What follows belongs to an exercise in optimizing a design on an open flow for small area; a production flow would make more cautious choices.
Function was checked by simulation only, so behaviour that the tests miss may differ from the original.

// myidct_less_lut
module myidct_less_lut(clk, rst, start, dct_2d, idct_2d, rdy);
output [7:0] idct_2d;
output rdy;
input clk, rst, start;
input [11:0] dct_2d;
integer n;
wire en = start & ~rst;
reg [5:0] pos;
reg wrapped;
reg rdy_q;
always @(posedge clk) begin
    if (rst) begin
        pos <= 6'd0;
        wrapped <= 1'b0;
        rdy_q <= 1'b0;
    end else if (start) begin
        pos <= pos + 6'd1;
        if (pos == 6'd63) wrapped <= 1'b1;
        if (wrapped && pos == 6'd11) rdy_q <= 1'b1;
    end
end
wire [2:0] ph = pos[2:0];
reg [11:0] xin [0:55];
always @(posedge clk) begin
    if (start && pos[5:3] != 3'd7) begin
        xin[0] <= dct_2d;
        for (n = 1; n < 56; n = n + 1) xin[n] <= xin[n-1];
    end
end
reg [11:0] xs [0:63];
always @(posedge clk) begin
    if (start && pos == 6'd63) begin
        for (n = 0; n < 56; n = n + 1) xs[n] <= xin[55-n];
    end
    if (start && pos[5:3] == 3'd7) xs[{3'd7, pos[2:0]}] <= dct_2d;
end
wire [7:0] rsel;
assign rsel[7] = (ph == 3'd0);
genvar g, h;
generate
    for (h = 0; h < 7; h = h + 1) begin : rdec
        assign rsel[h] = (ph == h + 1);
    end
endgenerate
reg [11:0] xr [0:7];
always @(*) begin
    for (n = 0; n < 8; n = n + 1)
        xr[n] = (xs[n] & {12{rsel[0]}}) | (xs[8+n] & {12{rsel[1]}}) |
                (xs[16+n] & {12{rsel[2]}}) | (xs[24+n] & {12{rsel[3]}}) |
                (xs[32+n] & {12{rsel[4]}}) | (xs[40+n] & {12{rsel[5]}}) |
  ...
Settings: LEC_CHECK=0, CAP_MARGIN=0, CORE_MARGIN=2, CORE_UTILIZATION=65, CTS_CLUSTER_DIAMETER=70, CTS_CLUSTER_SIZE=30, PLACE_DENSITY=0.72, SLEW_MARGIN=0, SYNTH_HIERARCHICAL=1, SYNTH_MINIMUM_KEEP_SIZE=0; clock period 15.0 ns.
run.sh (not shown) runs the stock make flow with config.mk's settings and CLKGATE_MAP_FILE= SYNTH_SCRIPT=/design/flow/synth_recipe.tcl, a recipe that flattens the netlist after the stock synthesis.
The first run produced a clean layout.
Change:
- CTS_BUF_LIST: not set -> sky130_fd_sc_hd__clkbuf_8 sky130_fd_sc_hd__clkbuf_16
- CTS_CLUSTER_DIAMETER: 70 -> 80
- CTS_CLUSTER_SIZE: 30 -> 20
- utilization climbs by 0.17 points
- critical path depth stays the same
- wire length climbs by 0.89%
- worst setup slack is better by 0.015 ns
- sequential share of layout area drops by 0.13 points
- clock-buffer cell count climbs by 21
- synthesized cell count does not change
- via count climbs by 1.0%
- global-route usage climbs by 0.34 points
Change:
- CTS_BUF_LIST: sky130_fd_sc_hd__clkbuf_8 sky130_fd_sc_hd__clkbuf_16 -> not set
- CTS_CLUSTER_DIAMETER: 80 -> 100
- CTS_CLUSTER_SIZE: 20 -> 28
- PLACE_DENSITY: 0.72 -> 0.65
Utilization decreases by 0.50 points.
Worst setup slack improves by 0.022 ns.
Design area falls by 0.72%.
Global-route usage went down by 1.1 points.
Die area is unchanged.
Sequential cell count stays the same.
Cell count fell by 0.46%.
Change:
- PLACE_DENSITY: 0.65 -> 0.72
Result:
- clock-buffer cell count goes down by 2
- final area is about the same
- die area does not change
- utilization is about the same
- first-iteration DRC count goes up by 10%
- area after synthesis stays the same
- fmax stays flat
- setup slack is better by 0.025 ns
- critical path depth goes up by 3
- wire length goes up by 2.1%

Starting RTL as in the previous note.
export LEC_CHECK = 0
export CAP_MARGIN = 0
export CORE_MARGIN = 2
export CORE_UTILIZATION = 65
export CTS_BUF_LIST = sky130_fd_sc_hd__clkbuf_8
export CTS_CLUSTER_DIAMETER = 60
export CTS_CLUSTER_SIZE = 16
export PLACE_DENSITY = 0.72
export SLEW_MARGIN = 0
export SYNTH_HIERARCHICAL = 1
export SYNTH_MINIMUM_KEEP_SIZE = 0
create_clock -name core_clock -period 15.0 [get_ports {clk}]
The baseline ran to the end with no violations.
Edit:
Settings changed: CTS_BUF_LIST sky130_fd_sc_hd__clkbuf_8 to unset, CTS_CLUSTER_DIAMETER 60 to 100, CTS_CLUSTER_SIZE 16 to 28, PLACE_DENSITY 0.72 to 0.8.
Outcome: Area after synthesis is unchanged. Final cell count fell by 0.99%. Via count rose by 1.8%.

== build 97 ==
myidct_less_lut, a different RTL version from the one above (not shown whole).
For scale: ~6100 cells after synthesis, about 2000 flip-flops, about 24 I/O pins.
clock: 15.0 ns
lec_check: 0
cap_margin: 20
core_margin: 2
core_utilization: 65
cts_cluster_diameter: 100
cts_cluster_size: 32
place_density: 0.72
slew_margin: 20
synth_hierarchical: 1
synth_minimum_keep_size: 0
Build 97 completed; timing, DRC and antenna clean
Input-level comparison between build 84 and build 97:
Settings: changing SLEW_MARGIN from 20 to 0; changing CAP_MARGIN from 20 to 0; changing CTS_CLUSTER_SIZE from 32 to 28.
==> summary.txt <==
- Build 84 and build 97 ended up with roughly the same relative area change from synthesis to final layout.
- Number of buffers and inverters on the critical path, build 97 and build 84: lower on build 97
- Diff build 97 -> build 84: fraction of area in clock buffers and inverters stayed essentially flat; time the worst path needs with I/O delays and setup rose by 190 ps.
- Cell area essentially unchanged between build 97 and build 84.
- Via count in build 84 vs build 97: up 221
- Changes observed in build 84 relative to build 97: non-clock buffer count now smaller; least setup slack across all paths after layout now smaller; critical path depth now larger; total wire length after detailed routing comparable.
Setup changes, build 84 to build 67
Settings: CAP_MARGIN: 0 -> 20; CTS_CLUSTER_SIZE: 28 -> unset; SLEW_MARGIN: 0 -> 20; CTS_CLUSTER_DIAMETER: 100 -> unset.
Results
Maximum clock skew at final layout on build 67 is behind build 84. Count of clock-buffer cells in the layout came out higher on build 67 than on build 84. Build 67 vs build 84 — depth of the worst register-to-register path climbed by a few percent. Build 67 finished all stages; the layout is clean. [compare] base=build 84 new=build 67: setup slack has increased; met2 demand-to-capacity share in global routing now larger; clock-pin slew on the worst setup and hold paths shows a reduction of 40 ps.
The inputs of build 29 differ from those of build 67 as listed below.
Settings: an added CTS_CLUSTER_DIAMETER of 100; an added CTS_CLUSTER_SIZE of 24.
--- outcome ---
- Build 29: full flow OK, the timing, design-rule and antenna checks passed
- Higher clock skew was reported by build 29, not build 67.
- As far as number of buffers added for setup after CTS goes, build 29 and build 67 are indistinguishable; the numbers are identical.
- Against build 67, build 29 comes in 3.1% lower on wire length of the first global-routing pass.
- Build 67 -> build 29: number of ordinary and repair buffers in the finished layout delta 0, exact match
- Build 29 supports a higher top clock frequency than build 67.
- Build 29 vs build 67 — met1 usage dropped 0.81 points.
- Compared to build 67, build 29 has count of fill cells added during filler insertion 529 higher.
- Going from build 67 to build 29, the worst endpoint required time was found to have gone down by 50 ps.
- Data arrival at the endpoint of the critical path ended up 150 ps lower on build 29 than on build 67.
- The lower relative max-transition margin of build 67 and build 29 is in build 67.

Another version of the RTL of myidct_less_lut (not shown whole).
Size: about 5,600 cells after synthesis, roughly 1,900 flip-flops, ~0.10 mm2 of cells after synthesis.
Design myidct_less_lut, start of the top module:
module myidct_less_lut(clk, rst, start, dct_2d, idct_2d, rdy);
==> flow/config.mk <==
export PLATFORM = sky130hd
export DESIGN_NAME = myidct_less_lut
export DESIGN_NICKNAME = myidct_less_lut
export VERILOG_FILES = /design/flow/design.v
export SDC_FILE = /design/flow/constraint.sdc
export NUM_CORES = 8
export LEC_CHECK = 0
export CAP_MARGIN = 0
export CORE_MARGIN = 2
export CORE_UTILIZATION = 55
export CTS_CLUSTER_DIAMETER = 100
export CTS_CLUSTER_SIZE = 28
export PLACE_DENSITY = 0.62
export SLEW_MARGIN = 0
export SYNTH_HIERARCHICAL = 1
export SYNTH_MINIMUM_KEEP_SIZE = 0
==> flow/constraint.sdc <==
create_clock -name core_clock -period 15.0 [get_ports {clk}]
set_input_delay 3.0000 -clock core_clock [delete_from_list [all_inputs] [get_ports {clk}]]
set_output_delay 3.0000 -clock core_clock [all_outputs]
set_load 0.01 [all_outputs]
Change:
- CORE_UTILIZATION: 55 -> 65
- PLACE_DENSITY: 0.62 -> 0.72
=> Synthesized cell count is unchanged. Non-clock buffer count is lower by 4. Maximum frequency is lower slightly. Global-route usage is higher by 5.6 points. Worst hold slack gains 0.0033 ns. Final area is lower slightly. First-iteration DRC count is higher by about a fifth. Clock skew is lower by 0.019 ns. Routed wire length barely changes.

separate check: timing with driven ports:
The results above use ideal ports. As a check the final layouts listed here were re-extracted and re-timed, cells and wires unchanged.
Step 1 (the two cells are an assumption about what drives the block):
set clk [get_ports {clk}]
set_driving_cell -lib_cell sky130_fd_sc_hd__clkbuf_16 $clk
set_driving_cell -lib_cell sky130_fd_sc_hd__buf_2 [delete_from_list [all_inputs] $clk]
Step 2 times the ports against the registers' clock, not the clock port: input delays grow and output delays shrink by t, the midpoint of the rising clock arrivals with the driver on.
a / b / c = ideal ports / drivers / drivers and shift; a / b = the first two.
run	t, ns	setup WS [ns]	latest minus earliest clock arrival (ns)	slew at the worst register clock pin (ns)
the first run of note 1	0.831	1.129 / 1.129 / 1.129	0.052 / 0.052	0.11 / 0.11
the second run of note 1	0.847	1.143 / 1.143 / 1.143	0.073 / 0.073	0.10 / 0.10
the third run of note 1	0.831	1.166 / 1.166 / 1.166	0.079 / 0.079	0.12 / 0.12
the fourth run of note 1	0.823	1.191 / 1.191 / 1.191	0.046 / 0.046	0.12 / 0.12
the first run of note 2	0.988	1.223 / 1.223 / 1.223	0.076 / 0.076	0.10 / 0.10
the second run of note 2	0.826	1.131 / 1.131 / 1.131	0.070 / 0.070	0.12 / 0.12
build 97	0.812	1.318 / 1.318 / 1.318	0.086 / 0.085	0.12 / 0.12
build 84	0.819	1.123 / 1.123 / 1.123	0.045 / 0.045	0.11 / 0.11
build 67	0.891	1.127 / 1.127 / 1.127	0.068 / 0.068	0.08 / 0.08
build 29	0.830	1.237 / 1.237 / 1.237	0.083 / 0.083	0.10 / 0.10
the first run of note 4	0.798	1.498 / 1.498 / 1.498	0.063 / 0.062	0.11 / 0.11
the second run of note 4	0.795	1.312 / 1.312 / 1.312	0.043 / 0.042	0.11 / 0.11
After both steps every run listed still meets setup and hold.
